Source: an optimization exercise on an open RTL-to-GDS flow (aim: small area and a short achievable clock period). Production flows keep margins and buffers that such runs may drop.
RTL that was checked went through simulation tests only; none was proved equivalent to the original.
Function not checked in runs 2 to 4: the RTL went through the layout flow alone.
No activity file was given, so power comes from the tool's default toggle rates.

==> flow/design.v <==
module fir_retimed #(
    parameter N_TAPS = 4,
    parameter DATA_WIDTH = 18,
    parameter COEFF_WIDTH = 18
) (
    input clk,
    input reset_n,
    input ena,
    input signed [DATA_WIDTH-1:0] data_in,
    output signed [(DATA_WIDTH + COEFF_WIDTH + 2)-1:0] data_out
);
    localparam KIND = 0;
    reg signed [17:0] x0, x1;
    reg signed [18:0] u;
    reg signed [20:0] s2;
    reg signed [21:0] s1;
    reg signed [21:0] s;
    reg signed [23:0] z;
    wire [18:0] u_next;
    wire [20:0] s2_next;
    wire [21:0] s1_next;
    wire [21:0] s_next;
    wire [23:0] z_next;
    pfx_add #(.W(19), .KIND(KIND)) add_u (
        .a({x0[17], x0}), .b({x1[17], x1}), .ci(1'b0), .s(u_next));
    pfx_add #(.W(21), .KIND(KIND)) add_s2 (
        .a({u, 2'b00}), .b(~{{3{x1[17]}}, x1}), .ci(1'b1), .s(s2_next));
    pfx_add #(.W(21), .KIND(KIND)) add_s1 (
        .a({s2[20], s2[20:1]}), .b({{3{x1[17]}}, x1}), .ci(1'b0), .s(s1_next[21:1]));
    assign s1_next[0] = s2[0];
    pfx_add #(.W(22), .KIND(KIND)) add_s (
        .a(s1), .b({{4{x1[17]}}, x1}), .ci(1'b0), .s(s_next));
    pfx_add #(.W(22), .KIND(KIND)) add_z (
        .a({s[21], s[21], s[21:2]}), .b(s), .ci(1'b0), .s(z_next[23:2]));
    assign z_next[1:0] = s[1:0];
    always @(posedge clk or negedge reset_n) begin
        if (!reset_n) begin
            x0 <= 18'd0;
            x1 <= 18'd0;
            u  <= 19'd0;
            s2 <= 21'd0;
            s1 <= 22'd0;
            s  <= 22'd0;
            z  <= 24'd0;
        end else if (ena) begin
            x0 <= data_in;
            x1 <= x0;
            u  <= u_next;
            s2 <= s2_next;
            s1 <= s1_next;
            s  <= s_next;
            z  <= z_next;
        end
    end
    assign data_out = {{13{z[23]}}, z, 1'b0};
endmodule
module pfx_add #(parameter W = 22, parameter KIND = 0) (
    input  [W-1:0] a,
    input  [W-1:0] b,
    input          ci,
    output [W-1:0] s
);
    reg [W-1:0] g, p, p0;
    integer i, l, j;
    always @* begin
        p0 = a ^ b;
        g  = a & b;
        p  = p0;
        g[0] = g[0] | (p[0] & ci);
        if (KIND == 0) begin
            for (l = 1; (1 << l) <= 2*W; l = l + 1)
                for (j = (1 << l) - 1; j < W; j = j + (1 << l)) begin
                    g[j] = g[j] | (p[j] & g[j - (1 << (l-1))]);
                    p[j] = p[j] & p[j - (1 << (l-1))];
                end
            for (l = 12; l > 0; l = l - 1)
                for (j = (1 << l) + (1 << (l-1)) - 1; j < W; j = j + (1 << l)) begin
                    g[j] = g[j] | (p[j] & g[j - (1 << (l-1))]);
                    p[j] = p[j] & p[j - (1 << (l-1))];
                end
        end else if (KIND == 1) begin
            for (l = 0; (1 << l) < W; l = l + 1)
                for (i = W - 1; i >= 0; i = i - 1)
                    if ((i >> l) & 1) begin
                        j = ((i >> l) << l) - 1;
                        g[i] = g[i] | (p[i] & g[j]);
                        p[i] = p[i] & p[j];
                    end
        end else if (KIND == 2) begin
            for (l = 0; (1 << l) < W; l = l + 1)
                for (i = W - 1; i >= (1 << l); i = i - 1) begin
                    g[i] = g[i] | (p[i] & g[i - (1 << l)]);
                    p[i] = p[i] & p[i - (1 << l)];
                end
        end else begin
            for (i = 1; i < W; i = i + 1)
                g[i] = g[i] | (p[i] & g[i-1]);
        end
    end
    assign s = p0 ^ {g[W-2:0], ci};
endmodule
==> flow/flow/run.sh <==
#!/bin/bash
# The standard layout, with plain buffers (not delay cells) on the ports.
set -euo pipefail
bash standard.sh BUFFER_PORTS_ARGS="-buffer_cell sky130_fd_sc_hd__buf_1" finish > make_finish.log 2>&1
==> flow/standard.sh <==
#!/bin/bash
# synth_recipe.tcl (not shown) runs the flow's synth.tcl, then flattens the netlist and writes it again
# the make line also repeats each setting of config.mk as NAME=value (left out here)
make -C /OpenROAD-flow-scripts/flow DESIGN_CONFIG=/design/flow/config.mk WORK_HOME=/design/flow/orfs CLKGATE_MAP_FILE= SYNTH_SCRIPT=/design/flow/synth_recipe.tcl "${@:-finish}"
==> flow/config.mk <==
export PLATFORM = sky130hd
export DESIGN_NAME = fir_retimed
export DESIGN_NICKNAME = fir_retimed
export VERILOG_FILES = /design/flow/design.v
export SDC_FILE = /design/flow/constraint.sdc
export NUM_CORES = 4
export LEC_CHECK = 0
export ABC_AREA = 1
export CAP_MARGIN = 0
export CORE_MARGIN = 2
export CORE_UTILIZATION = 40
export CTS_BUF_LIST = sky130_fd_sc_hd__clkbuf_8
export SETUP_SLACK_MARGIN = 1.8
export SLEW_MARGIN = 0
==> flow/constraint.sdc <==
create_clock -name core_clock -period 4.5 [get_ports {clk}]
set_input_delay 0.9000 -clock core_clock [delete_from_list [all_inputs] [get_ports {clk}]]
set_output_delay 0.9000 -clock core_clock [all_outputs]
set_load 0.01 [all_outputs]
==> impl_results.md, run 1 <==
- Final net count: 1,242
- Worst-skew pair later-pin latency: 470 ps
- Placer Congestion: ~0.81
- Crit path time final: ~2600 ps
- Slew HR: 36.7%
- Tot Pwr: 6.04 mW
- Post-DP HPWL: roughly 12 mm
- Post-synthesis cell area: 9200 um2
- Drt wl/cell: 12.2 um
- Fin Setup TNS: 0 ps
- Worst hold margin: 430 ps
- Synth top area share: between 30% and 40%
- Worst reg-to-reg path cell count: 13
- EDFF count, synth: 0
- Maximum VDD drop: 0.000216 V
- Critical R2R Launch: x1[0]
- PwrDens: ~600 nW/um2
- Worst Setup SP: x1[0]
- Drt drc: 0
- Total CTS buffers: 17
- Yosys cell types: 34
- N_diodes: 0
- Top-count cell post-synth: nand2_1
- Vias in the first global route: between 6k and 7k
- Post-synth top flop: dfrtp_1
- DP Cell Count: 1,319
- Leak Pwr: 5.04 nW
- Net Count, Synth: 1,182
- Max_cap viols: 0
- RSZ-0062 raised after global routing: true
- Layout cells sized above 1: under 10%
- Worst slew pin tran: ~950 ps
- Area share of fa/ha/maj cells after synthesis: a little under a quarter
- Post-route ant nets: 0
- IO Pins: 59
- FILL cells: 2,228
- Design Area, Final: 10,200 um2
- Die area: 24,200 um2
- Synth Area in Simple Gates: 15.8%
- Clock root buffer: clkbuf_8
- Hold WC Path Type: in2async
- Routed via count: ~6.4k
- Critical Path AT: 2990 ps
- CTS max path bufs: 2
- Total congestion overflow: 0
- All-Layer GR Usage: 15.0%
- Post-synth top cells: nand2_1, dfrtp_1, o21ai_0, inv_1, ha_1
- Starting density of the core: 40.6%
- Maximum clock rate: 387 MHz
- Req. time, crit path: 4900 ps
- H-tree depth: 4
- Reg2reg setup slack: roughly 1900 ps
- Seq/Total Area, Yosys: 39.2%
- Status: no timing/DRC/antenna violations
- Core Box Area: 22,600 um2
- CP Capture Point: s1[19]
- Syn Area/Cell: 9.04 um2
- Synth area leaders: dfrtp_1, nand2_1, ha_1, fa_1, o21ai_0
- Drt total wl: about 17 mm
- First-pass GRT wire length: slightly below 30 mm
- Non-Filler Instances: around 1.4k
- DRT iter0 DRCs: 321
- Pre-antenna DRT Iters: 4
- Hold Fails Final Rpt: 0
- DP Area: ~9600 um2
- CTS tree: built
- Xor and xnor fraction of the mapped netlist area: 4.47%
- Routed vias/inst: ~4.7
- # hold bufs at CTS: 0
- Final Cycle Share: 57.5%
- Final setup violation count: 0
- Worst-path maximum fanout: 4
- Die Span Y: 156 um
- Asr flop ratio synth: 100%
- Largest family of logic cells by synthesized area: adder cells
- Gate Count Post-Synth: a little over 1k
- Clock Skew: 17.6 ps
- Crit Reg-Reg Endpoint: s1[19]
- Core Rows: 55
- Synthesized flop and latch total: around 140
- CTS Sinks: ~140
- Leading area contributor after synthesis: dfrtp_1
- Slew Limit Fails: 0
- Die Width: 156 um
- Startpoint Class: register
- Reg clk slew, reported paths: 80 ps
- Port bufs: 57
- Synthesis-to-layout area growth: 11.1%
- Critical path class: reg2reg
- CP Capture Type: register
- Largest net degree at the start of global routing: 108
- Yosys warnings: 4
- Initial antenna violation count: 0
- Post-synthesis mux area share: 0%
- Synth Area in Compound Gates: between 10% and 20%
## layer usage
layer | up-vias | GRT usage (%) | routed length, um
met5 | - | 0 | 0
li1 | 3384 | - | -
met4 | 0 | 3.93 | 156
met1 | 2974 | 20.8 | 8790
met3 | 13 | 3.28 | 515
met2 | 74 | 23.8 | 7350
## area by class of cell
cell class / instances / area (um2) / share of cell area, %
Sequential cell: 144 / 3610 / 35.4
Inverter: 96 / 374 / 3.66
Multi-Input combinational cell: 733 / 5050 / 49.4
Timing Repair Buffer: 86 / 464 / 4.54
Clock inverter: 13 / 128 / 1.25
Tap cell: 285 / 357 / 3.49
Clock buffer: 17 / 234 / 2.29
## power breakdown
group | switching (mW) | internal (mW)
registers | 0.383 | 1.76
clock network | 0.506 | 0.478
logic | 1.61 | 1.30
## critical path: stages (launching register included)
cell and delay, ps:
dfrtp_2 460, buf_4 150, ha_2 170, fa_2 380
nand2_1 70, nand2_1 80, nand3_2 80, nand2_2 70
nand2_2 70, nand2_2 70, a31o_4 230, fa_2 550
nand2_1 50, nand2_1 90
## cell usage in the layout (no fill, tap or decap), drive strengths merged
cell type    n
nand2      319
dfrtp      144
o21ai      108
inv         96
ha          93
buf         84
fa          50
a21oi       31
xor2        28
nor2        23
nand3       23
xnor2       19
clkbuf      19
a21o         9
a31oi        6
o21bai       6
clkinv       6
clkinvlp     5
a211oi       4
a31o         3
a21boi       3
nor3         2
nand4        2
bufinv       2
and2         1
nor2b        1
or2          1
conb         1
## repair_timing
action / 4_1_cts / 5_1_grt
setup endpoints to repair: 14 / 33
setup buffers: 8 / 17
gates resized for setup: 8 / 29
pin swaps: 5 / 11
## stage by stage
| stage | util (%) | setup WS (ps) |
|---|---|---|
| 2_1_floorplan | - | 1880 |
| 3_3_place_gp | 42.3 | 1640 |
| 3_5_place_dp | 42.3 | 1580 |
| 4_1_cts | 44.3 | 1780 |
| 5_1_grt | 45.2 | 1750 |
| 6_report | 45.2 | 1910 |
## flip-flops by register name (all words and copies together) (netlist names)
name,count
z,24
x0,18
s1,22
u,19
s,22
s2,21
x1,18
## worst min-delay path by stage
stage	start	to	slack [ps]	cells after the start
after global routing	reset_n	x0[1]	450	1
final	reset_n	x0[1]	430	1
after global placement	z[18]	z[18]	460	2
after floorplan	s1[13]	s1[13]	450	2
after detailed placement	z[0]	z[0]	460	2
after CTS	reset_n	x0[1]	430	1
## cells by family (layout without fill, tap and decap cells)
family,after synthesis,in the layout
other,1,1
adder cells (fa/ha/maj),143,143
flip-flops,144,144
buffers and inverters,141,212
AO/OA/AOI/OAI,170,170
XOR/XNOR,47,47
AND/OR/NAND/NOR,372,372
==> run 2: changes to the inputs <==
--- a/flow/design.v
+++ b/flow/design.v
@@ -9,7 +9,7 @@
     input signed [DATA_WIDTH-1:0] data_in,
     output signed [(DATA_WIDTH + COEFF_WIDTH + 2)-1:0] data_out
 );
-    localparam KIND = 0;
+    localparam KIND = 4;
     reg signed [17:0] x0, x1;
     reg signed [18:0] u;
     reg signed [20:0] s2;
@@ -60,7 +60,7 @@
     input          ci,
     output [W-1:0] s
 );
-    reg [W-1:0] g, p, p0;
+    reg [W-1:0] g, p, p0, gp2, pp2;
     integer i, l, j;
     always @* begin
         p0 = a ^ b;
@@ -86,6 +86,24 @@
                         g[i] = g[i] | (p[i] & g[j]);
                         p[i] = p[i] & p[j];
                     end
+        end else if (KIND == 4) begin
+            gp2 = g; pp2 = p;
+            for (i = 2; i < W; i = i + 2) begin
+                gp2[i] = g[i] | (p[i] & g[i-1]);
+                pp2[i] = p[i] & p[i-1];
+            end
+            for (l = 0; (1 << l) < W; l = l + 1)
+                for (i = W - 1; i >= 0; i = i - 1)
+                    if ((i >> l) & 1) begin
+                        j = ((i >> l) << l) - 1;
+                        if (j == i - 1 && j > 0 && ((i >> (l+1)) == 0)) begin
+                            g[i] = gp2[i] | (pp2[i] & g[i-2]);
+                            p[i] = pp2[i] & p[i-2];
+                        end else begin
+                            g[i] = g[i] | (p[i] & g[j]);
+                            p[i] = p[i] & p[j];
+                        end
+                    end
         end else if (KIND == 2) begin
             for (l = 0; (1 << l) < W; l = l + 1)
                 for (i = W - 1; i >= (1 << l); i = i - 1) begin
--- a/flow/config.mk
+++ b/flow/config.mk
@@ -10,5 +10,5 @@
 export CORE_MARGIN = 2
 export CORE_UTILIZATION = 40
 export CTS_BUF_LIST = sky130_fd_sc_hd__clkbuf_8
-export SETUP_SLACK_MARGIN = 1.8
+export SETUP_SLACK_MARGIN = 2.4
 export SLEW_MARGIN = 0
==> run 2 against run 1 <==
Still clean on timing, DRC and antenna. Setup slack improved by 540 ps. Flip-flop and latch count unchanged. Combinational power increased by 27%. Die area increased by 6.6%. Synthesized area increased by 6.8%. Clock power increased by 16%. Total power increased by 15%. Largest cell class unchanged.
==> impl_results.md, run 2 <==
- Top-count cell post-synth: nand2_1 (unchanged)
- Hold Fails Final Rpt: 0 (unchanged)
- Core Box Area: 24,200 um2 (was 22,600 um2)
- Reg clk slew, reported paths: 80 ps (about the same)
- Post-synth top cells: nand2_1, dfrtp_1, inv_1, ha_1, nand3_1 (was nand2_1, dfrtp_1, o21ai_0, inv_1, ha_1)
- Maximum clock rate: 488 MHz (was 387 MHz)
- Pre-antenna DRT Iters: 4 (unchanged)
- Clock Skew: 12.1 ps (was 17.6 ps)
- Gate Count Post-Synth: 1,332 (was 1,018)
- Worst-skew pair later-pin latency: 450 ps (was 470 ps)
- Synthesized flop and latch total: 144 (unchanged)
- # hold bufs at CTS: 0 (unchanged)
- Power share of the combinational group: 53.4% (was 48.2%)
- Sw Ratio: 43.3% (was 41.4%)
- Critical Path AT: 1150 ps (was 2990 ps)
- H-tree depth: 4 (unchanged)
- Largest net degree at the start of global routing: 81 (was 108)
- CTS tree: built (unchanged)
- Startpoint Class: register (unchanged)
- CP bufs+invs: 2 (was 1)
- Net Count, Synth: 1,456 (was 1,182)
- Synthesis-to-layout area growth: 12.1% (was 11.1%)
- Post-synth top flop: dfrtp_1 (unchanged)
- Placer Congestion: 0.787 (was 0.811)
- Final worst setup slack: 2450 ps (was 1910 ps)
- Register share of total power: 30.1% (was 35.5%)
- Largest register FFs: 24 (unchanged)
- Syn Area/Cell: 7.38 um2 (was 9.04 um2)
- Routed vias/inst: 4.65 (was 4.69)
- Final Cycle Share: 45.5% (was 57.5%)
- Clock power share: 16.5% (was 16.3%)
- Die Width: 161 um (was 156 um)
- Synth area leaders: dfrtp_1, nand2_1, ha_1, nand3_1, inv_1 (was dfrtp_1, nand2_1, ha_1, fa_1, o21ai_0)
- All-Layer GR Usage: 15.8% (was 15.0%)
- Status: no timing/DRC/antenna violations (unchanged)
- Fin Setup TNS: 0 ps (unchanged)
- Starting density of the core: 40.5% (was 40.6%)
- Top delay family on crit path: flip-flops (was adder cells)
- CTS Sinks: 144 (unchanged)
- Pint: 3.93 mW (was 3.54 mW)
- Worst slack, placed: 1850 ps (was 1580 ps)
- Multi-input logic area: 5720 um2 (was 5050 um2)
- Post-synthesis cell area: 9830 um2 (was 9200 um2)
- Max_cap viols: 0 (unchanged)
- DRT iter0 DRCs: 340 (was 321)
- Routed via count: 7,972 (was 6,445)
- Final setup violation count: 0 (unchanged)
- Hold WC Path Type: reg2reg (was in2async)
- Yosys cell types: 35 (was 34)
- Drt drc: 0 (unchanged)
- Die Span Y: 161 um (was 156 um)
- Post-route ant nets: 0 (unchanged)
- Register Area: 3620 um2 (was 3610 um2)
- CP Capture Type: output port (was register)
- Seq/Total Area, Yosys: 36.7% (was 39.2%)
- Drt wl/cell: 11.4 um (was 12.2 um)
- Worst-path maximum fanout: 8 (was 4)
- Vias in the first global route: 7,560 (was 6,367)
- Maximum VDD drop: 0.000231 V (was 0.000216 V)
- Leak Pwr: 5.80 nW (was 5.04 nW)
- First-pass GRT wire length: 34.3 mm (was 29.6 mm)
- Commonest non-fill, non-tap cells in the layout: nand2_1, dfrtp_1, inv_1 (was nand2_1, dfrtp_1, o21ai_0)
- Critical path class: reg2out (was reg2reg)
- Total CTS buffers: 17 (unchanged)
- Slowest-stage cell, CP: dfrtp_2 (was fa_2)
- N_diodes: 0 (unchanged)
- Slew HR: 39.1% (was 36.7%)
- Leading area contributor after synthesis: dfrtp_1 (unchanged)
- FILL cells: 2,467 (was 2,228)
- EDFF count, synth: 0 (unchanged)
- Post-DP HPWL: 13.6 mm (was 11.7 mm)
- Final net count: 1,500 (was 1,242)
- Synth top area share: 36.7% (was 39.2%)
- Clock root buffer: clkbuf_8 (unchanged)
- Total congestion overflow: 0 (unchanged)
- Req. time, crit path: 3600 ps (was 4900 ps)
- Core Rows: 57 (was 55)
- CTS max path bufs: 2 (unchanged)
- Most common cell after layout, fill and taps aside: nand2_1 (unchanged)
- Registers with the most flip-flops: z x24, s1 x22, s x22 (unchanged)
- PwrDens: 629 nW/um2 (was 591 nW/um2)
- Worst slew pin tran: 913 ps (was 950 ps)
- Crit path time final: 2050 ps (was 2590 ps)
- Slew Limit Fails: 0 (unchanged)
- Yosys warnings: 10 (was 4)
- Post-Route Utilization: 45.4% (was 45.2%)
- Worst hold margin: 475 ps (was 430 ps)
- Initial antenna violation count: 0 (unchanged)
- Die area: 25,800 um2 (was 24,200 um2)
- Layout cells sized above 1: 9.14% (was 9.73%)
- Drt total wl: 19.5 mm (was 16.8 mm)
- Asr flop ratio synth: 100% (unchanged)
- Tot Pwr: 6.92 mW (was 6.04 mW)
- Psw: 3.00 mW (was 2.50 mW)
- Most flops, register: z (unchanged)
- Port bufs: 57 (unchanged)
- IO Pins: 59 (unchanged)
- RSZ-0062 raised after global routing: true (unchanged)
- Slowest stage delay, CP: 400 ps (was 550 ps)
- Worst path cell trace: buf_4, buf_1 (was buf_4, ha_2, fa_2, nand2_1, nand2_1, nand3_2, nand2_2, nand2_2, nand2_2, a31o_4, fa_2, nand2_1, nand2_1)
## run 2: kinds of logic (layout without fill, tap and decap cells)
| kind of cell | count (synthesis) | in the layout | share of synthesized area, % |
|---|---|---|---|
| fa+ha+maj | 103 | 103 | 13.4 |
| other cells | 1 | 1 | 0.0382 |
| flops | 144 | 144 | 36.7 |
| simple gates | 712 | 712 | 30.1 |
| xor+xnor | 41 | 41 | 3.65 |
| buf+inv | 167 | 224 | 7.04 |
| compound gates | 164 | 164 | 9.07 |
## run 2: layer usage
metal | part of all wire (%) | vias up | track usage (%)
li1 | - | 4370 | -
met5 | 0 | - | 0
met2 | 44 | 85 | 25.9
met1 | 52 | 3507 | 21.9
met3 | 2.7 | 10 | 2.97
met4 | 0.63 | 0 | 3.49
## run 2: power by group through the flow
stage	Sequential (mW)	Combinational (mW)	Clock [mW]
6_report	2.08	3.70	1.14
5_1_grt	2.15	4.32	1.24
3_5_place_dp	2.11	3.54	0
4_1_cts	2.09	3.60	1.18
3_3_place_gp	2.11	3.50	0
2_1_floorplan	2.07	2.94	0
## run 2: path summary, 6_finish.rpt
path	start	endpoint	slack (ps)	cells past startpoint
worst max-delay path	z[23]	data_out[24]	2450	2
worst min-delay path	z[3]	z[3]	480	2
worst max register to register	x1[0]	u[16]	2470	11
worst min register to register	z[3]	z[3]	480	2
max in group asynchronous	reset_n	z[23]	3030	2
min in group asynchronous	reset_n	x0[2]	550	1
## run 2: worst reg2reg max path, cell delays in order, from the launching register on
cell and delay, ps:
dfrtp_2 500, ha_4 210, fa_2 390, nand2_2 90, nand2_2 70, nand3_2 100
nand2_4 80, nand3_1 100, nand2_2 60, or2_1 210, nand3_1 70, nand2_1 50
## run 2: timing repair
item,4_1_cts,5_1_grt
setup endpoints to repair,42,81
buffers inserted,3,5
resized for setup,9,57
pin swaps,3,13
## run 2: layout make-up
class | instances | share of cell area (%)
inverters | 122 | 4.27
repair buffers | 70 | 3.20
multi-input cells | 1021 | 52.0
clock buffers | 20 | 2.50
well taps | 324 | 3.68
flip-flops and latches | 144 | 32.9
clock inverters | 12 | 1.51
## run 2: stage by stage
step                cell area [um2]  instances
finish                        11000       1713
global placement              10300       1673
global route                  11000       1713
CTS                           10800       1708
floorplan                      9830       1332
detailed placement            10300       1673
==> run 3: changes to the inputs <==
--- a/flow/config.mk
+++ b/flow/config.mk
@@ -10,5 +10,5 @@
 export CORE_MARGIN = 2
 export CORE_UTILIZATION = 40
 export CTS_BUF_LIST = sky130_fd_sc_hd__clkbuf_8
-export SETUP_SLACK_MARGIN = 2.4
+export SETUP_SLACK_MARGIN = 1.8
 export SLEW_MARGIN = 0
==> run 3 against run 2 <==
Count of clock-buffer cells in the layout is the same. Critical path depth grew 2. Still clean on timing, DRC and antenna. Global-route usage about the same. Final cell count down 0.47%. Sequential power about the same. Register-to-register slack got worse by 120 ps. Wire length decreased by 2.0%. Clock skew hardly changed. Setup slack worse by 110 ps. Critical path type is now in2reg. Clock power about the same. Sequential share of layout area rose by 0.73 points.
==> impl_results.md, run 3 <==
- Tot Pwr: 6.76 mW (was 6.92 mW)
- Clock power share: 16.9% (was 16.5%)
- Pre-antenna DRT Iters: 4 (unchanged)
- Gate Count Post-Synth: 1,332 (unchanged)
- All-Layer GR Usage: 15.8% (about the same)
- Clock Skew: 11.7 ps (was 12.1 ps)
- Synthesis-to-layout area growth: 9.16% (was 12.1%)
- Status: no timing/DRC/antenna violations (unchanged)
- Synth top area share: 36.7% (unchanged)
- N_diodes: 0 (unchanged)
- Startpoint Class: primary input (was register)
- Drt total wl: 19.1 mm (was 19.5 mm)
- Routed via count: 7,891 (was 7,972)
- Routed vias/inst: 4.63 (was 4.65)
- Net Count, Synth: 1,456 (unchanged)
- Yosys cell types: 35 (unchanged)
- Worst Hold Depth: 2 (unchanged)
- Most flops, register: z (unchanged)
- CTS tree: built (unchanged)
- # hold bufs at CTS: 0 (unchanged)
- DP Area: 10,300 um2 (unchanged)
- Largest register FFs: 24 (unchanged)
- FILL cells: 2,486 (was 2,467)
- Critical Path AT: 2480 ps (was 1150 ps)
- Worst slack, placed: 1850 ps (unchanged)
- Maximum clock rate: 463 MHz (was 488 MHz)
- Port bufs: 57 (unchanged)
- EDFF count, synth: 0 (unchanged)
- Final setup violation count: 0 (unchanged)
- Crit path time final: 2160 ps (was 2050 ps)
- Total CTS buffers: 17 (unchanged)
- RSZ-0062 raised after global routing: false (was true)
- IO Pins: 59 (unchanged)
- Vias in the first global route: 7,541 (was 7,560)
- Registers with the most flip-flops: z x24, s1 x22, s x22 (unchanged)
- Commonest non-fill, non-tap cells in the layout: nand2_1, dfrtp_1, inv_1 (unchanged)
- Yosys warnings: 10 (unchanged)
- Hold WC Path Type: reg2reg (unchanged)
- Total congestion overflow: 0 (unchanged)
- Sw Ratio: 43.2% (was 43.3%)
- Leading area contributor after synthesis: dfrtp_1 (unchanged)
- Synth area leaders: dfrtp_1, nand2_1, ha_1, nand3_1, inv_1 (unchanged)
- Clock root buffer: clkbuf_8 (unchanged)
- Core Box Area: 24,200 um2 (unchanged)
- DRT iter0 DRCs: 316 (was 340)
- Hold Fails Final Rpt: 0 (unchanged)
- Fin Setup TNS: 0 ps (unchanged)
- Die Span Y: 161 um (unchanged)
- Final worst setup slack: 2340 ps (was 2450 ps)
- Seq/Total Area, Yosys: 36.7% (unchanged)
- Register share of total power: 30.8% (was 30.1%)
- Psw: 2.92 mW (was 3.00 mW)
- Req. time, crit path: 4820 ps (was 3600 ps)
- H-tree depth: 4 (unchanged)
- Post-DP HPWL: 13.6 mm (unchanged)
- Synthesized flop and latch total: 144 (unchanged)
- Drt drc: 0 (unchanged)
- Largest net degree at the start of global routing: 81 (unchanged)
- Drt wl/cell: 11.2 um (was 11.4 um)
- Post-synth top cells: nand2_1, dfrtp_1, inv_1, ha_1, nand3_1 (unchanged)
- Maximum VDD drop: 0.000231 V (about the same)
- Worst slew pin tran: 910 ps (was 913 ps)
- Power share of the combinational group: 52.3% (was 53.4%)
- Final net count: 1,492 (was 1,500)
- Reg clk slew, reported paths: 80 ps (about the same)
- Syn Area/Cell: 7.38 um2 (unchanged)
- CTS Sinks: 144 (unchanged)
- PwrDens: 630 nW/um2 (was 629 nW/um2)
- Critical path class: in2reg (was reg2out)
- Most common cell after layout, fill and taps aside: nand2_1 (unchanged)
- Leak Pwr: 5.74 nW (was 5.80 nW)
- Die Width: 161 um (unchanged)
- Final Cycle Share: 48.0% (was 45.5%)
- Post-route ant nets: 0 (unchanged)
- Die area: 25,800 um2 (unchanged)
- Max_cap viols: 0 (unchanged)
- Slew HR: 39.4% (was 39.1%)
- # resized after CTS: 0 (was 9)
- Starting density of the core: 40.5% (unchanged)
- Pint: 3.84 mW (was 3.93 mW)
- Post-synthesis cell area: 9830 um2 (unchanged)
- Layout cells sized above 1: 5.29% (was 9.14%)
- Worst-path maximum fanout: 53 (was 8)
- Worst-skew pair later-pin latency: 450 ps (about the same)
- First-pass GRT wire length: 34.2 mm (was 34.3 mm)
- Core Rows: 57 (unchanged)
- Initial antenna violation count: 0 (unchanged)
- CTS max path bufs: 2 (unchanged)
- Post-Route Utilization: 44.2% (was 45.4%)
- Placer Congestion: 0.787 (unchanged)
- CP Capture Type: register (was output port)
- Post-synth top flop: dfrtp_1 (unchanged)
- Design Area, Final: 10,700 um2 (was 11,000 um2)
- Setup bufs post-CTS: 0 (was 3)
- Asr flop ratio synth: 100% (unchanged)
- Top-count cell post-synth: nand2_1 (unchanged)
- Slew Limit Fails: 0 (unchanged)
- Worst reg-to-reg path cell count: 11 (unchanged)
==> run 3: power by group through the flow <==
stage / registers, mW / clock network (mW) / logic [mW]
finish: 2.09 / 1.14 / 3.53
global route: 2.16 / 1.24 / 4.15
CTS: 2.09 / 1.18 / 3.57
detailed placement: 2.11 / 0 / 3.54
global placement: 2.11 / 0 / 3.50
floorplan: 2.07 / 0 / 2.94
==> run 3: metrics by stage <==
step	hold slack, ps	std cells
2_1_floorplan	446	1332
3_5_place_dp	462	1673
3_3_place_gp	457	1673
4_1_cts	484	1705
5_1_grt	511	1705
6_report	475	1705
==> run 3: path summary, 6_finish.rpt <==
check / slack, ps / startpoint / end
setup / recovery: 2340 / ena / z[6]
hold / removal: 470 / z[3] / z[3]
setup reg to reg: 2350 / x1[0] / u[12]
hold reg to reg: 470 / z[3] / z[3]
max in group asynchronous: 3040 / reset_n / s2[8]
min in group asynchronous: 550 / reset_n / x0[2]
==> run 3: worst max-delay path, cell delays in order <==
cell	delay [ps]
clkbuf_4	390
inv_4	550
buf_4	440
o21ai_0	150
==> run 3: cell families after synthesis <==
kind of cell | share of synthesized area (%)
AND/OR/NAND/NOR | 30.1
buffers and inverters | 7.04
AO/OA/AOI/OAI | 9.07
flip-flops | 36.7
adder cells (fa/ha/maj) | 13.4
XOR/XNOR | 3.65
other | 0.0382
==> run 3: cell type report <==
cell class              instances  area, um2  share of cell area (%)
multi-input cells            1021       5530                    51.6
flip-flops and latches        144       3600                    33.6
inverters                     122        460                    4.29
well taps                     324        405                    3.78
repair buffers                 62        284                    2.65
clock buffers                  20        275                    2.57
clock inverters                12        166                    1.55
==> run 3: metal layers <==
layer	part of all wire, %	GRT usage, %
met5	0	0
met4	0.75	3.49
met3	2.7	2.97
met2	44	25.9
met1	53	21.8
==> run 4: changes to the inputs <==
==> flow/flow/run.sh (replaced) <==
#!/bin/bash
# The standard layout, with plain buffers (not delay cells) on the ports.
set -euo pipefail
bash standard.sh BUFFER_PORTS_ARGS="-buffer_cell sky130_fd_sc_hd__buf_2" finish > make_finish.log 2>&1
--- a/flow/config.mk
+++ b/flow/config.mk
@@ -6,9 +6,8 @@
 export NUM_CORES = 4
 export LEC_CHECK = 0
 export ABC_AREA = 1
-export CAP_MARGIN = 0
+export CAP_MARGIN = 20
 export CORE_MARGIN = 2
 export CORE_UTILIZATION = 40
-export CTS_BUF_LIST = sky130_fd_sc_hd__clkbuf_8
 export SETUP_SLACK_MARGIN = 1.8
-export SLEW_MARGIN = 0
+export SLEW_MARGIN = 20
==> run 4 against run 3 <==
Still clean on timing, DRC and antenna. Core utilization is 0.92 points higher. First-iteration DRC count fell by 3.5%. Final cell count about the same. Clock skew is 0.79 ps higher. Synthesized area unchanged. Non-clock buffer count shrank 1. Total power is 5.5% higher. Fmax is 0.27% lower. Die area stayed put. Register-to-register slack lost 20 ps. Final area rose by 2.1%. Sequential power about the same. Largest power group unchanged.
==> impl_results.md, run 4 <==
- Drt total wl: 19.6 mm (was 19.1 mm)
- # resized after CTS: 0 (unchanged)
- Final worst setup slack: 2330 ps (was 2340 ps)
- Most flops, register: z (unchanged)
- Worst path cell trace: ha_1, fa_1, nand2_1, nand2_1, nand3_1, nand2_2, nand2_1, nand3_1, or2_0, nand3_1, nand2_1 (was clkbuf_4, inv_4, buf_4, o21ai_0)
- Pre-antenna DRT Iters: 5 (was 4)
- Design Area, Final: 10,900 um2 (was 10,700 um2)
- Placer Congestion: 0.842 (was 0.787)
- Synth area leaders: dfrtp_1, nand2_1, ha_1, nand3_1, inv_1 (unchanged)
- CP Capture Type: register (unchanged)
- Post-synth top flop: dfrtp_1 (unchanged)
- First-pass GRT wire length: 34.9 mm (was 34.2 mm)
- Port bufs: 57 (unchanged)
- Core Rows: 57 (unchanged)
- Die area: 25,800 um2 (unchanged)
- Asr flop ratio synth: 100% (unchanged)
- Initial antenna violation count: 0 (unchanged)
- Clock root buffer: clkbuf_16 (was clkbuf_8)
- Slew HR: 31.6% (was 39.4%)
- Largest register FFs: 24 (unchanged)
- Syn Area/Cell: 7.38 um2 (unchanged)
- Registers with the most flip-flops: z x24, s1 x22, s x22 (unchanged)
- Final net count: 1,491 (was 1,492)
- Routed via count: 7,970 (was 7,891)
- All-Layer GR Usage: 16.1% (was 15.8%)
- Starting density of the core: 40.5% (unchanged)
- Drt drc: 0 (unchanged)
- CTS tree: built (unchanged)
- Hold WC Path Type: reg2reg (unchanged)
- Post-synthesis cell area: 9830 um2 (unchanged)
- Maximum VDD drop: 0.000265 V (was 0.000231 V)
- Top delay family on crit path: simple AND/OR/NAND/NOR gates (was buffers and inverters)
- CP bufs+invs: 0 (was 3)
- Critical Path AT: 2480 ps (about the same)
- DP Area: 10,300 um2 (about the same)
- Vias in the first global route: 7,700 (was 7,541)
- CTS Sinks: 144 (unchanged)
- Commonest non-fill, non-tap cells in the layout: nand2_1, dfrtp_1, inv_1 (unchanged)
- Die Span Y: 161 um (unchanged)
- Worst-path maximum fanout: 6 (was 53)
- IO Pins: 59 (unchanged)
- Synth top area share: 36.7% (unchanged)
- Post-DP HPWL: 13.8 mm (was 13.6 mm)
- Total congestion overflow: 0 (unchanged)
- N_diodes: 0 (unchanged)
- Status: no timing/DRC/antenna violations (unchanged)
- Post-synth top cells: nand2_1, dfrtp_1, inv_1, ha_1, nand3_1 (unchanged)
- Slowest stage delay, CP: 440 ps (was 550 ps)
- Worst slack, placed: 1940 ps (was 1850 ps)
- Req. time, crit path: 4810 ps (was 4820 ps)
- Leak Pwr: 5.96 nW (was 5.74 nW)
- Hold Fails Final Rpt: 0 (unchanged)
- # hold bufs at CTS: 0 (unchanged)
- DRT iter0 DRCs: 305 (was 316)
- EDFF count, synth: 0 (unchanged)
- Leading area contributor after synthesis: dfrtp_1 (unchanged)
- Total CTS buffers: 17 (unchanged)
- Register Area: 3600 um2 (unchanged)
- Layout cells sized above 1: 9.28% (was 5.29%)
- Most common cell after layout, fill and taps aside: nand2_1 (unchanged)
- PwrDens: 652 nW/um2 (was 630 nW/um2)
- Top-count cell post-synth: nand2_1 (unchanged)
- Multi-input logic area: 5530 um2 (unchanged)
- Drt wl/cell: 11.5 um (was 11.2 um)
- Max_cap viols: 0 (unchanged)
- H-tree depth: 4 (unchanged)
- Synthesis-to-layout area growth: 11.4% (was 9.16%)
- Net Count, Synth: 1,456 (unchanged)
- Yosys warnings: 10 (unchanged)
- Reg clk slew, reported paths: 60 ps (was 80 ps)
- Most frequent CP cell: nand2_1
- Largest net degree at the start of global routing: 99 (was 81)
- Crit path time final: 2170 ps (was 2160 ps)
- Synthesized flop and latch total: 144 (unchanged)
- Die Width: 161 um (unchanged)
- Setup bufs post-CTS: 0 (unchanged)
- Seq/Total Area, Yosys: 36.7% (unchanged)
- Worst-skew pair later-pin latency: 430 ps (was 450 ps)
- Worst slew pin tran: 1030 ps (was 910 ps)
- CTS max path bufs: 2 (unchanged)
- RSZ-0062 raised after global routing: false (unchanged)
- Clock Skew: 12.5 ps (was 11.7 ps)
- Critical path class: reg2reg (was in2reg)
- Startpoint Class: register (was primary input)
- Routed vias/inst: 4.68 (was 4.63)
- Slew Limit Fails: 0 (unchanged)
- Maximum clock rate: 462 MHz (was 463 MHz)
- Yosys cell types: 35 (unchanged)
- Gate Count Post-Synth: 1,332 (unchanged)
- FILL cells: 2,485 (was 2,486)
- Post-route ant nets: 0 (unchanged)
- Core Box Area: 24,200 um2 (unchanged)
- Fin Setup TNS: 0 ps (unchanged)
- Final Cycle Share: 48.1% (was 48.0%)
- Slowest-stage cell, CP: dfrtp_1 (was inv_4)
- Final setup violation count: 0 (unchanged)
run 4: power by group:
group	switching [mW]	total, mW	internal [mW]	leakage [nW]
registers	0.325	2.08	1.75	1.75
clock network	0.566	1.47	0.908	0.291
logic	2.10	3.58	1.49	3.92
total	2.99	7.13	4.15	5.96
run 4: metal layers:
layer	vias up	GRT usage (%)	wire [um]	share of wire, %
met2	80	27.1	8970	46
met1	3525	21.8	10000	51
met5	-	0	0	0
li1	4355	-	-	-
met3	10	2.66	458	2.3
met4	0	4.02	169	0.86
run 4: cells by family (layout without fill, tap and decap cells):
group                      count (synthesis)  after routing  synth area share, %
AOI/OAI and AO/OA                        164            164                 9.07
other                                      1              1               0.0382
xor gates and xnor gates                  41             41                 3.65
adders and majority gates                103            103                 13.4
buffers and inverters                    167            215                 7.04
and+or+nand+nor                          712            712                 30.1
DFF                                      144            144                 36.7
run 4: worst register-to-register path: cells and delay by family, from the launching register on:
family,cells,cell delay [ps]
fa+ha+maj,2,650
flops,1,440
simple gates,9,980
run 4: worst paths after layout:
path                         start  endpoint  slack [ps]  depth (start not counted)
hold reg to reg               z[3]      z[3]         470                          2
hold / removal                z[3]      z[3]         470                          2
setup reg to reg             x1[0]     u[12]        2330                         11
max in group asynchronous  reset_n     z[16]        3030                          2
setup / recovery             x1[0]     u[12]        2330                         11
min in group asynchronous  reset_n     x0[3]         580                          1
run 4: layout make-up:
type	count	share of cell area, %
Clock buffer	21	4.21
Clock inverter	11	1.39
Inverter	122	4.21
Multi-Input combinational cell	1021	50.5
Sequential cell	144	32.9
Tap cell	324	3.70
Timing Repair Buffer	61	3.07
run 4: metrics by stage:
| stage | utilization [%] | cells | hold WS, ps | total power [mW] |
|---|---|---|---|---|
| 3_5_place_dp | 42.6 | 1672 | 455 | 5.69 |
| 2_1_floorplan | - | 1332 | 446 | 5.01 |
| 6_report | 45.2 | 1704 | 465 | 7.13 |
| 4_1_cts | 45.2 | 1704 | 471 | 7.22 |
| 5_1_grt | 45.2 | 1704 | 493 | 7.94 |
| 3_3_place_gp | 42.6 | 1672 | 451 | 5.64 |
==> run 5: changes to the inputs <==
--- a/flow/design.v
+++ b/flow/design.v
@@ -9,7 +9,7 @@
     input signed [DATA_WIDTH-1:0] data_in,
     output signed [(DATA_WIDTH + COEFF_WIDTH + 2)-1:0] data_out
 );
-    localparam KIND = 4;
+    localparam KIND = 5;
     reg signed [17:0] x0, x1;
     reg signed [18:0] u;
     reg signed [20:0] s2;
@@ -86,7 +86,7 @@
                         g[i] = g[i] | (p[i] & g[j]);
                         p[i] = p[i] & p[j];
                     end
-        end else if (KIND == 4) begin
+        end else if (KIND == 4 || KIND == 5) begin
             gp2 = g; pp2 = p;
             for (i = 2; i < W; i = i + 2) begin
                 gp2[i] = g[i] | (p[i] & g[i-1]);
@@ -96,7 +96,10 @@
                 for (i = W - 1; i >= 0; i = i - 1)
                     if ((i >> l) & 1) begin
                         j = ((i >> l) << l) - 1;
-                        if (j == i - 1 && j > 0 && ((i >> (l+1)) == 0)) begin
+                        if (KIND == 5 && i == 1) begin
+                            g[1] = g[1] | ((p[1] & a[0]) & b[0]) | ((p[1] & p0[0]) & ci);
+                            p[1] = p[1] & p[0];
+                        end else if (j == i - 1 && j > 0 && ((i >> (l+1)) == 0)) begin
                             g[i] = gp2[i] | (pp2[i] & g[i-2]);
                             p[i] = pp2[i] & p[i-2];
                         end else begin
==> flow/flow/run.sh (replaced) <==
#!/bin/bash
# The standard layout, with plain buffers (not delay cells) on the ports.
set -euo pipefail
bash standard.sh BUFFER_PORTS_ARGS="-buffer_cell sky130_fd_sc_hd__buf_1" finish > make_finish.log 2>&1
--- a/flow/config.mk
+++ b/flow/config.mk
@@ -6,8 +6,9 @@
 export NUM_CORES = 4
 export LEC_CHECK = 0
 export ABC_AREA = 1
-export CAP_MARGIN = 20
+export CAP_MARGIN = 0
 export CORE_MARGIN = 2
 export CORE_UTILIZATION = 40
-export SETUP_SLACK_MARGIN = 1.8
-export SLEW_MARGIN = 20
+export CTS_BUF_LIST = sky130_fd_sc_hd__clkbuf_8
+export SETUP_SLACK_MARGIN = 2.2
+export SLEW_MARGIN = 0
==> run 5 against run 4 <==
Still clean on timing, DRC and antenna. Critical path depth decreased by 10. Final area shrank 3.9%. Count of clock-buffer cells in the layout decreased by 1. Die area fell by 2.1%. Setup slack better by 51 ps. Global-route usage shrank 0.99 points. Wire length decreased by 7.1%. Critical path type is now reg2out. Critical endpoint is now data_out[31].
==> impl_results.md, run 5 <==
- Status: no timing/DRC/antenna violations (unchanged)
- Yosys cell types: 28 (was 35)
- Clock root buffer: clkbuf_8 (was clkbuf_16)
- Largest register FFs: 24 (unchanged)
- Die area: 25,300 um2 (was 25,800 um2)
- N_diodes: 0 (unchanged)
- CTS Sinks: 144 (unchanged)
- Maximum clock rate: 473 MHz (was 462 MHz)
- Startpoint Class: register (unchanged)
- Total CTS buffers: 17 (unchanged)
- Final setup violation count: 0 (unchanged)
- Layout cells sized above 1: 5.24% (was 9.28%)
- Register share of total power: 31.6% (was 29.1%)
- Drt drc: 0 (unchanged)
- Hold WC Path Type: in2async (was reg2reg)
- Post-synth top flop: dfrtp_1 (unchanged)
- Post-DP HPWL: 13.1 mm (was 13.8 mm)
- Port bufs: 57 (unchanged)
- Die Width: 159 um (was 161 um)
- Reg2reg setup slack: 2400 ps (was 2330 ps)
- Fin Setup TNS: 0 ps (unchanged)
- Leading area contributor after synthesis: dfrtp_1 (unchanged)
- Setup bufs post-CTS: 0 (unchanged)
- Slew HR: 58.2% (was 31.6%)
- DRT iter0 DRCs: 294 (was 305)
- Core Rows: 56 (was 57)
- Starting density of the core: 40.8% (was 40.5%)
- Post-synth top cells: nand2_1, dfrtp_1, inv_1, ha_1, o21ai_0 (was nand2_1, dfrtp_1, inv_1, ha_1, nand3_1)
- Worst hold margin: 457 ps (was 465 ps)
- EDFF count, synth: 0 (unchanged)
- Worst path cell trace: buf_1 (was ha_1, fa_1, nand2_1, nand2_1, nand3_1, nand2_2, nand2_1, nand3_1, or2_0, nand3_1, nand2_1)
- Commonest non-fill, non-tap cells in the layout: nand2_1, dfrtp_1, inv_1 (unchanged)
- CP bufs+invs: 1 (was 0)
- Final Cycle Share: 47.0% (was 48.1%)
- Top delay family on crit path: flip-flops (was simple AND/OR/NAND/NOR gates)
- Worst reg-to-reg path cell count: 8 (was 11)
- Synth top area share: 37.5% (was 36.7%)
- Asr flop ratio synth: 100% (unchanged)
- IO Pins: 59 (unchanged)
- FILL cells: 2,458 (was 2,485)
- Max_cap viols: 0 (unchanged)
- Reg clk slew, reported paths: 80 ps (was 60 ps)
- CP Capture Type: output port (was register)
- Registers with the most flip-flops: z x24, s1 x22, s x22 (unchanged)
- Slew Limit Fails: 0 (unchanged)
- Crit path time final: 2110 ps (was 2170 ps)
- Maximum VDD drop: 0.000271 V (was 0.000265 V)
- Routed via count: 7,581 (was 7,970)
- Die Span Y: 159 um (was 161 um)
- Vias in the first global route: 7,285 (was 7,700)
- RSZ-0062 raised after global routing: true (was false)
- Final net count: 1,444 (was 1,491)
- Clock power share: 17.2% (was 20.7%)
- Sw Ratio: 42.3% (was 41.9%)
- Psw: 2.79 mW (was 2.99 mW)
- Synthesis-to-layout area growth: 9.43% (was 11.4%)
- Req. time, crit path: 3600 ps (was 4810 ps)
- Net Count, Synth: 1,408 (was 1,456)
- Initial antenna violation count: 0 (unchanged)
- Critical path class: reg2out (was reg2reg)
- Power share of the combinational group: 51.2% (was 50.2%)
- Worst slew pin tran: 626 ps (was 1030 ps)
- Synthesized flop and latch total: 144 (unchanged)
- Drt wl/cell: 11.0 um (was 11.5 um)
- Post-synthesis cell area: 9620 um2 (was 9830 um2)
- Slowest-stage cell, CP: dfrtp_1 (unchanged)
- H-tree depth: 4 (unchanged)
- Post-route ant nets: 0 (unchanged)
- Critical R2R Launch: x1[17] (was x1[0])
- Pre-antenna DRT Iters: 4 (was 5)
- Most flops, register: z (unchanged)
- Crit Reg-Reg Endpoint: s2[20] (was u[12])
- Largest net degree at the start of global routing: 95 (was 99)
- Drt total wl: 18.2 mm (was 19.6 mm)
- Pint: 3.80 mW (was 4.15 mW)
- First-pass GRT wire length: 32.7 mm (was 34.9 mm)
- Total congestion overflow: 0 (unchanged)
- Syn Area/Cell: 7.47 um2 (was 7.38 um2)
- Routed vias/inst: 4.58 (was 4.68)
- Yosys warnings: 4 (was 10)
- Top-count cell post-synth: nand2_1 (unchanged)
- Worst-path maximum fanout: 15 (was 6)
- Gate Count Post-Synth: 1,288 (was 1,332)
- Hold Fails Final Rpt: 0 (unchanged)
- PwrDens: 627 nW/um2 (was 652 nW/um2)
- Placer Congestion: 0.763 (was 0.842)
- CTS max path bufs: 2 (unchanged)
- Slowest stage delay, CP: 570 ps (was 440 ps)
- Critical Path AT: 1210 ps (was 2480 ps)
- Clock Skew: 15.2 ps (was 12.5 ps)
- Core Box Area: 23,500 um2 (was 24,200 um2)
- Seq/Total Area, Yosys: 37.5% (was 36.7%)
- Most common cell after layout, fill and taps aside: nand2_1 (unchanged)
- Synth area leaders: dfrtp_1, nand2_1, ha_1, inv_1, o21ai_0 (was dfrtp_1, nand2_1, ha_1, nand3_1, inv_1)
- All-Layer GR Usage: 15.1% (was 16.1%)
- Leak Pwr: 5.64 nW (was 5.96 nW)
- Worst-skew pair later-pin latency: 450 ps (was 430 ps)
- CTS tree: built (unchanged)
## run 5: cell families after synthesis
logic type	synth area share (%)
compound gates	10.8
other cells	0.0390
flops	37.5
buf+inv	7.55
xor+xnor	4.92
fa+ha+maj	12.9
simple gates	26.3
## run 5: layout make-up
cell class	count	area, um2	share of cell area, %
inverters	134	510	4.85
flip-flops and latches	144	3600	34.2
multi-input cells	965	5290	50.2
repair buffers	62	284	2.70
clock buffers	20	275	2.62
clock inverters	11	164	1.56
well taps	319	399	3.79
## run 5: power groups by stage
| stage | Clock (mW) | Combinational [mW] | Sequential, mW |
|---|---|---|---|
| floorplan | 0 | 2.82 | 2.07 |
| global placement | 0 | 3.34 | 2.11 |
| detailed placement | 0 | 3.40 | 2.10 |
| CTS | 1.18 | 3.42 | 2.08 |
| global route | 1.22 | 3.96 | 2.15 |
| finish | 1.14 | 3.37 | 2.08 |
## run 5: repair_timing
action                     in CTS  in global routing
resized for setup               1                  2
setup endpoints to repair      25                 25
hold buffers                    0                  0
## run 5: per-stage QoR
step                      cell area (um2)  util (%)  setup WS, ps  std cells  power (mW)
final                               10500      44.7          2390       1655        6.59
after global routing                10500      44.7          2160       1655        7.33
after global placement              10100      42.8          1660       1624        5.44
after floorplan                      9620         -          2720       1288        4.89
after detailed placement            10100      42.8          1630       1624        5.50
after CTS                           10500      44.7          2280       1655        6.68
## run 5: per-layer routing
metal	up-vias	routed length (um)	global-route usage (%)
li1	4201	-	-
met1	3297	9760	21.0
met2	68	7830	24.4
met3	15	405	2.66
met4	0	206	4.26
met5	-	0	0
## run 5: how the worst max path moves through the flow
| stage | slack [ps] | end | startpoint | cells after the start |
|---|---|---|---|---|
| final | 2390 | data_out[31] | z[23] | 1 |
| after global routing | 2160 | s2[20] | x1[9] | 11 |
| after CTS | 2280 | s[7] | ena | 4 |
| after detailed placement | 1630 | s[4] | ena | 4 |
| after global placement | 1660 | z[7] | ena | 4 |
| after floorplan | 2720 | s2[20] | x1[17] | 8 |
==> run 6: changes to the inputs <==
--- a/flow/config.mk
+++ b/flow/config.mk
@@ -10,5 +10,5 @@
 export CORE_MARGIN = 2
 export CORE_UTILIZATION = 40
 export CTS_BUF_LIST = sky130_fd_sc_hd__clkbuf_8
-export SETUP_SLACK_MARGIN = 2.2
+export SETUP_SLACK_MARGIN = 2.6
 export SLEW_MARGIN = 0
==> run 6 against run 5 <==
Fmax is 4.2% higher. Non-clock buffer count is 67 higher. Clock skew rose by 1.9 ps. Final cell count increased by 4.1%. Sequential share of layout area shrank 5.0 points. Worst hold slack about the same.
==> impl_results.md, run 6 <==
- Leading area contributor after synthesis: dfrtp_1 (unchanged)
- Largest register FFs: 24 (unchanged)
- Slowest-stage cell, CP: dfrtp_2 (was dfrtp_1)
- RSZ-0062 raised after global routing: true (unchanged)
- Multi-input logic area: 6490 um2 (was 5290 um2)
- CTS max path bufs: 2 (unchanged)
- Synth top area share: 37.5% (unchanged)
- Slowest stage delay, CP: 420 ps (was 570 ps)
- Seq/Total Area, Yosys: 37.5% (unchanged)
- Pre-antenna DRT Iters: 7 (was 4)
- Worst path cell trace: buf_6, clkbuf_2 (was buf_1)
- Starting density of the core: 40.8% (unchanged)
- Synthesis-to-layout area growth: 29.2% (was 9.43%)
- Fin Setup TNS: 0 ps (unchanged)
- Placer Congestion: 0.763 (unchanged)
- Yosys warnings: 4 (unchanged)
- Worst-skew pair later-pin latency: 450 ps (about the same)
- Die Span Y: 159 um (unchanged)
- Non-Filler Instances: 1,723 (was 1,655)
- Clock Skew: 17.1 ps (was 15.2 ps)
- Worst-path maximum fanout: 8 (was 15)
- Register Area: 3630 um2 (was 3600 um2)
- Critical Path AT: 1130 ps (was 1210 ps)
- IO Pins: 59 (unchanged)
- Largest net degree at the start of global routing: 82 (was 95)
- Slew HR: 63.5% (was 58.2%)
- Registers with the most flip-flops: z x24, s1 x22, s x22 (unchanged)
- Req. time, crit path: 3600 ps (about the same)
- H-tree depth: 4 (unchanged)
- Routed vias/inst: 4.75 (was 4.58)
- Die Width: 159 um (unchanged)
- Post-synthesis cell area: 9620 um2 (unchanged)
- CP Capture Type: output port (unchanged)
- Tot Pwr: 7.94 mW (was 6.59 mW)
- Final net count: 1,512 (was 1,444)
- Top-count cell post-synth: nand2_1 (unchanged)
- PwrDens: 639 nW/um2 (was 627 nW/um2)
- CTS Sinks: 144 (unchanged)
- Synthesized flop and latch total: 144 (unchanged)
- Final worst setup slack: 2470 ps (was 2390 ps)
- Layout cells sized above 1: 25.9% (was 5.24%)
- Gate Count Post-Synth: 1,288 (unchanged)
- Core Box Area: 23,500 um2 (unchanged)
- Status: no timing/DRC/antenna violations (unchanged)
- Total CTS buffers: 17 (unchanged)
- Max_cap viols: 0 (unchanged)
- Net Count, Synth: 1,408 (unchanged)
- Hold Fails Final Rpt: 0 (unchanged)
- Startpoint Class: register (unchanged)
- All-Layer GR Usage: 15.6% (was 15.1%)
- Reg clk slew, reported paths: 80 ps (about the same)
- Commonest non-fill, non-tap cells in the layout: nand2_1, dfrtp_1, inv_1 (unchanged)
- DP Cell Count: 1,624 (unchanged)
- Worst hold margin: 458 ps (was 457 ps)
- N_diodes: 0 (unchanged)
- DP Area: 10,100 um2 (unchanged)
- Worst slew pin tran: 548 ps (was 626 ps)
- Drt total wl: 21.3 mm (was 18.2 mm)
- Hold WC Path Type: in2async (unchanged)
- Maximum VDD drop: 0.000266 V (was 0.000271 V)
- Die area: 25,300 um2 (unchanged)
- CP bufs+invs: 2 (was 1)
- Worst slack, placed: 1630 ps (unchanged)
- Port bufs: 57 (unchanged)
- First-pass GRT wire length: 33.5 mm (was 32.7 mm)
- EDFF count, synth: 0 (unchanged)
- Maximum clock rate: 493 MHz (was 473 MHz)
- Syn Area/Cell: 7.47 um2 (unchanged)
- Post-DP HPWL: 13.1 mm (unchanged)
- DRT iter0 DRCs: 220 (was 294)
- Most flops, register: z (unchanged)
- Top delay family on crit path: flip-flops (unchanged)
- Design Area, Final: 12,400 um2 (was 10,500 um2)
- Total congestion overflow: 0 (unchanged)
- Crit path time final: 2030 ps (was 2110 ps)
- Initial antenna violation count: 0 (unchanged)
- Leak Pwr: 6.26 nW (was 5.64 nW)
- Critical path class: reg2out (unchanged)
- Clock root buffer: clkbuf_8 (unchanged)
- Vias in the first global route: 7,452 (was 7,285)
- Post-synth top flop: dfrtp_1 (unchanged)
- Synth area leaders: dfrtp_1, nand2_1, ha_1, inv_1, o21ai_0 (unchanged)
- Drt wl/cell: 12.4 um (was 11.0 um)
- Post-route ant nets: 0 (unchanged)
- Most common cell after layout, fill and taps aside: nand2_1 (unchanged)
- Post-Route Utilization: 52.8% (was 44.7%)
- Slew Limit Fails: 0 (unchanged)
- Yosys cell types: 28 (unchanged)
- CTS tree: built (unchanged)
- # hold bufs at CTS: 0 (unchanged)
- Final Cycle Share: 45.1% (was 47.0%)
- Asr flop ratio synth: 100% (unchanged)
- Post-synth top cells: nand2_1, dfrtp_1, inv_1, ha_1, o21ai_0 (unchanged)
- Routed via count: 8,179 (was 7,581)
- FILL cells: 2,213 (was 2,458)
- Core Rows: 56 (unchanged)
- Final setup violation count: 0 (unchanged)
- Drt drc: 0 (unchanged)
==> run 6: cell counts after synthesis <==
Identical to the previous run, type by type.
==> run 6: kinds of logic (layout without fill, tap and decap cells) <==
family | after synthesis | in the layout | synth area share [%]
flops | 144 | 144 | 37.5
fa+ha+maj | 99 | 99 | 12.9
simple gates | 617 | 617 | 26.3
other cells | 1 | 1 | 0.0390
compound gates | 194 | 194 | 10.8
xor+xnor | 54 | 54 | 4.92
buf+inv | 179 | 295 | 7.55
==> run 6: path summary, 6_finish.rpt <==
check                        start           end  slack, ps  cells past startpoint
max                          z[23]  data_out[37]       2470                      2
min                        reset_n         x0[3]        460                      1
max reg2reg                  x1[1]         s[21]       2610                     15
min reg2reg                   z[0]          z[0]        480                      2
max in group asynchronous  reset_n         z[23]       3200                      2
min in group core_clock       z[0]          z[0]        480                      2
==> run 6: metal layers <==
metal | track usage, % | up-vias | share of wire [%]
met5 | 0 | - | 0
met4 | 4.21 | 0 | 1.2
met3 | 2.66 | 22 | 3.0
met2 | 25.6 | 109 | 47
met1 | 21.4 | 3703 | 49
li1 | - | 4345 | -
==> run 6: cell type report <==
cell class | count | share of cell area (%)
sequential | 144 | 29.2
timing repair inverter | 1 | 0.0705
inverter | 134 | 4.24
timing repair buffer | 129 | 7.48
multi-input combinational | 965 | 52.3
clock buffer | 20 | 2.22
clock inverter | 11 | 1.32
tap | 319 | 3.21
==> run 6: repair_timing <==
item                                    CTS  global route
gates resized for setup                  42           247
pin swaps                                 3            66
cloned                                    1             0
endpoints found under the setup margin  132            98
buffers inserted                         11            56
==> run 6: where the power goes <==
part | total, mW | internal [mW] | switching (mW)
sequential | 2.18 | 1.76 | 0.429
combinational | 4.62 | 2.17 | 2.44
clock | 1.14 | 0.643 | 0.500
total | 7.94 | 4.57 | 3.37
==> run 7: changes to the inputs <==
--- a/flow/config.mk
+++ b/flow/config.mk
@@ -8,7 +8,7 @@
 export ABC_AREA = 1
 export CAP_MARGIN = 0
 export CORE_MARGIN = 2
-export CORE_UTILIZATION = 40
+export CORE_UTILIZATION = 60
 export CTS_BUF_LIST = sky130_fd_sc_hd__clkbuf_8
-export SETUP_SLACK_MARGIN = 2.6
+export SETUP_SLACK_MARGIN = 2.4
 export SLEW_MARGIN = 0
==> run 7 against run 6 <==
Largest power group unchanged. Critical path type unchanged. First-iteration DRC count is 36% higher. Fmax is 1.4% higher. Non-clock buffer count is 63 lower. Flip-flop and latch count stayed put. Total power is 15% lower. Clock skew is 8.6 ps lower. Count of clock-buffer cells in the layout is 1 higher. Global-route usage is 6.3 points higher. Final area is 15% lower. Critical endpoint is now data_out[26]. Sequential power is 5% lower. Register-to-register slack worse by 100 ps.
==> impl_results.md, run 7 <==
- Vias in the first global route: 7,010 (was 7,452)
- Reg clk slew, reported paths: 80 ps (about the same)
- Worst Setup SP: z[23] (unchanged)
- First-pass GRT wire length: 30.5 mm (was 33.5 mm)
- Power share of the combinational group: 51.4% (was 58.1%)
- Hold Fails Final Rpt: 0 (unchanged)
- Register share of total power: 30.8% (was 27.5%)
- Sw Ratio: 41.8% (was 42.5%)
- Post-synth top cells: nand2_1, dfrtp_1, inv_1, ha_1, o21ai_0 (unchanged)
- Worst-skew pair later-pin latency: 440 ps (was 450 ps)
- Non-Filler Instances: 1,557 (was 1,723)
- H-tree depth: 4 (unchanged)
- Synth top area share: 37.5% (unchanged)
- Commonest non-fill, non-tap cells in the layout: nand2_1, inv_1, dfrtp_1 (was nand2_1, dfrtp_1, inv_1)
- Seq/Total Area, Yosys: 37.5% (unchanged)
- EDFF count, synth: 0 (unchanged)
- Placer Congestion: 0.829 (was 0.763)
- Total congestion overflow: 0 (unchanged)
- Initial antenna violation count: 0 (unchanged)
- Synth area leaders: dfrtp_1, nand2_1, ha_1, inv_1, o21ai_0 (unchanged)
- Core Rows: 46 (was 56)
- Req. time, crit path: 3600 ps (about the same)
- Maximum VDD drop: 0.000247 V (was 0.000266 V)
- Routed via count: 7,671 (was 8,179)
- Slew Limit Fails: 0 (unchanged)
- RSZ-0062 raised after global routing: true (unchanged)
- Synthesized flop and latch total: 144 (unchanged)
- Die area: 17,100 um2 (was 25,300 um2)
- Drt drc: 0 (unchanged)
- N_diodes: 0 (unchanged)
- Critical Path AT: 1100 ps (was 1130 ps)
- Slew HR: 38.5% (was 63.5%)
- Syn Area/Cell: 7.47 um2 (unchanged)
- Synthesis-to-layout area growth: 9.54% (was 29.2%)
- Worst-path maximum fanout: 15 (was 8)
- Post-DP HPWL: 12.2 mm (was 13.1 mm)
- Design Area, Final: 10,500 um2 (was 12,400 um2)
- DP Area: 9940 um2 (was 10,100 um2)
- Leading area contributor after synthesis: dfrtp_1 (unchanged)
- Leak Pwr: 5.66 nW (was 6.26 nW)
- Crit Reg-Reg Endpoint: u[16] (was s[21])
- Yosys warnings: 4 (unchanged)
- DP Cell Count: 1,520 (was 1,624)
- Post-synth top flop: dfrtp_1 (unchanged)
- Status: no timing/DRC/antenna violations (unchanged)
- Drt wl/cell: 11.3 um (was 12.4 um)
- CTS Sinks: 144 (unchanged)
- Core Box Area: 15,800 um2 (was 23,500 um2)
- Registers with the most flip-flops: z x24, s1 x22, s x22 (unchanged)
- Clock root buffer: clkbuf_8 (unchanged)
- CP Capture Type: output port (unchanged)
- Pre-antenna DRT Iters: 5 (was 7)
- Die Span Y: 131 um (was 159 um)
- Top-count cell post-synth: nand2_1 (unchanged)
- Clock Skew: 8.51 ps (was 17.1 ps)
- Largest net degree at the start of global routing: 102 (was 82)
- Routed vias/inst: 4.93 (was 4.75)
- Startpoint Class: register (unchanged)
- Slowest-stage cell, CP: dfrtp_2 (unchanged)
- CP Capture Point: data_out[26] (was data_out[37])
- Post-route ant nets: 0 (unchanged)
- Asr flop ratio synth: 100% (unchanged)
- IO Pins: 59 (unchanged)
- Critical path class: reg2out (unchanged)
- Hold WC Path Type: reg2reg (was in2async)
- Instance count on the critical path: 1 (was 2)
- Largest register FFs: 24 (unchanged)
- Reg2reg setup slack: 2510 ps (was 2610 ps)
- Worst slew pin tran: 923 ps (was 548 ps)
- CP bufs+invs: 1 (was 2)
- Fin Setup TNS: 0 ps (unchanged)
- CTS max path bufs: 2 (unchanged)
- Final setup violation count: 0 (unchanged)
- Critical R2R Launch: x1[7] (was x1[1])
- Crit path time final: 2000 ps (was 2030 ps)
- Most flops, register: z (unchanged)
- Final Cycle Share: 44.5% (was 45.1%)
- Most common cell after layout, fill and taps aside: nand2_1 (unchanged)
- Worst reg-to-reg path cell count: 11 (was 15)
- Top delay family on crit path: flip-flops (unchanged)
- Tot Pwr: 6.72 mW (was 7.94 mW)
- Starting density of the core: 61.0% (was 40.8%)
- Port bufs: 57 (unchanged)
- DRT iter0 DRCs: 299 (was 220)
- Final net count: 1,448 (was 1,512)
- Pint: 3.91 mW (was 4.57 mW)
- Max_cap viols: 0 (unchanged)
- Yosys cell types: 28 (unchanged)
- PwrDens: 638 nW/um2 (was 639 nW/um2)
- Clock power share: 17.8% (was 14.4%)
- CTS tree: built (unchanged)
- Net Count, Synth: 1,408 (unchanged)
- Psw: 2.81 mW (was 3.37 mW)
- Worst path cell trace: buf_1 (was buf_6, clkbuf_2)
- Maximum clock rate: 500 MHz (was 493 MHz)
- Post-synthesis cell area: 9620 um2 (unchanged)
- All-Layer GR Usage: 21.9% (was 15.6%)
- Layout cells sized above 1: 7.23% (was 25.9%)
- Die Width: 131 um (was 159 um)
- # hold bufs at CTS: 0 (unchanged)
- Gate Count Post-Synth: 1,288 (unchanged)
- Total CTS buffers: 17 (unchanged)
- Drt total wl: 17.6 mm (was 21.3 mm)
- Slowest stage delay, CP: 480 ps (was 420 ps)
-- run 7: repair_timing --
item,4_1_cts,5_1_grt
gates resized for setup,2,26
gates cloned,0,0
setup buffers,0,5
hold endpoints to repair,0,0
endpoints found under the setup margin,15,24
-- run 7: area by class of cell --
type,count,area [um2]
inverters,134,505
multi-input cells,965,5350
clock inverters,11,184
flip-flops and latches,144,3620
well taps,216,270
repair buffers,66,318
fillers,1432,5240
clock buffers,21,289
-- run 7: worst min path at each step --
stage          start     to  slack (ps)  cells after the start
2_1_floorplan  s1[1]  s1[1]         450                      2
3_3_place_gp    z[2]   z[2]         450                      2
3_5_place_dp    z[0]   z[0]         460                      2
4_1_cts         z[0]   z[0]         480                      2
5_1_grt        z[13]  z[13]         510                      2
6_report        z[0]   z[0]         470                      2
-- run 7: kinds of logic after synthesis --
logic type,count (synthesis),synth area share (%)
and+or+nand+nor,617,26.3
AOI/OAI and AO/OA,194,10.8
buffers and inverters,179,7.55
DFF,144,37.5
adders and majority gates,99,12.9
xor gates and xnor gates,54,4.92
other,1,0.0390
-- run 7: power by group through the flow --
| stage | Clock, mW | Sequential (mW) | Combinational (mW) |
|---|---|---|---|
| 6_report | 1.20 | 2.07 | 3.45 |
| 5_1_grt | 1.28 | 2.15 | 4.04 |
| 3_5_place_dp | 0 | 2.09 | 3.40 |
| 3_3_place_gp | 0 | 2.08 | 3.32 |
| 2_1_floorplan | 0 | 2.07 | 2.82 |
| 4_1_cts | 1.23 | 2.07 | 3.42 |
-- run 7: per-layer routing --
metal | vias to the layer above | GRT usage, % | part of all wire (%)
li1 | 4203 | - | -
met1 | 3361 | 29.0 | 51
met2 | 92 | 37.4 | 46
met3 | 15 | 3.50 | 2.2
met4 | 0 | 6.32 | 1.1
met5 | - | 0 | 0
-- run 7: per-stage QoR --
stage	hold slack (ps)	utilization (%)	worst slack, ps
2_1_floorplan	446	-	2720
3_3_place_gp	454	63.1	2070
3_5_place_dp	457	63.1	2050
4_1_cts	477	66.1	2390
5_1_grt	509	66.8	2360
6_report	473	66.8	2500

==> static timing again, ports no longer ideal <==
In the flow no input, the clock included, has a driving cell. The finished layouts below were timed again as built, in two steps. Step 1, drivers: a clkbuf_16 drives clk and a buf_2 each remaining input, both assumed. Step 2 times the ports against the registers' clock, not the clock port: input delays grow and output delays shrink by t, the midpoint of the rising clock arrivals with the driver on. Slacks: no drivers / after step 1 / after step 2; pairs: no drivers / after step 1.
run	shift t [ns]	slack for setup (ns)	worst hold slack (ns)	clock arrival spread, ns
run 1	0.493	1.913 / 1.913 / 1.913	0.430 / 0.418 / 0.474	0.018 / 0.019
run 2	0.485	2.451 / 2.414 / 2.204	0.475 / 0.475 / 0.475	0.013 / 0.012
run 3	0.485	2.341 / 2.320 / 1.872	0.475 / 0.475 / 0.475	0.012 / 0.012
run 4	0.462	2.335 / 2.335 / 1.952	0.465 / 0.465 / 0.465	0.013 / 0.013
run 5	0.479	2.386 / 2.349 / 1.938	0.457 / 0.444 / 0.474	0.015 / 0.016
run 6	0.479	2.472 / 2.434 / 2.335	0.458 / 0.443 / 0.476	0.017 / 0.017
run 7	0.476	2.499 / 2.460 / 2.202	0.473 / 0.473 / 0.473	0.009 / 0.009
After both steps setup and hold are still met in every run listed. The setup slack of run 3, which loses most, moves by -0.021 ns with the drivers and by -0.469 ns with both steps.
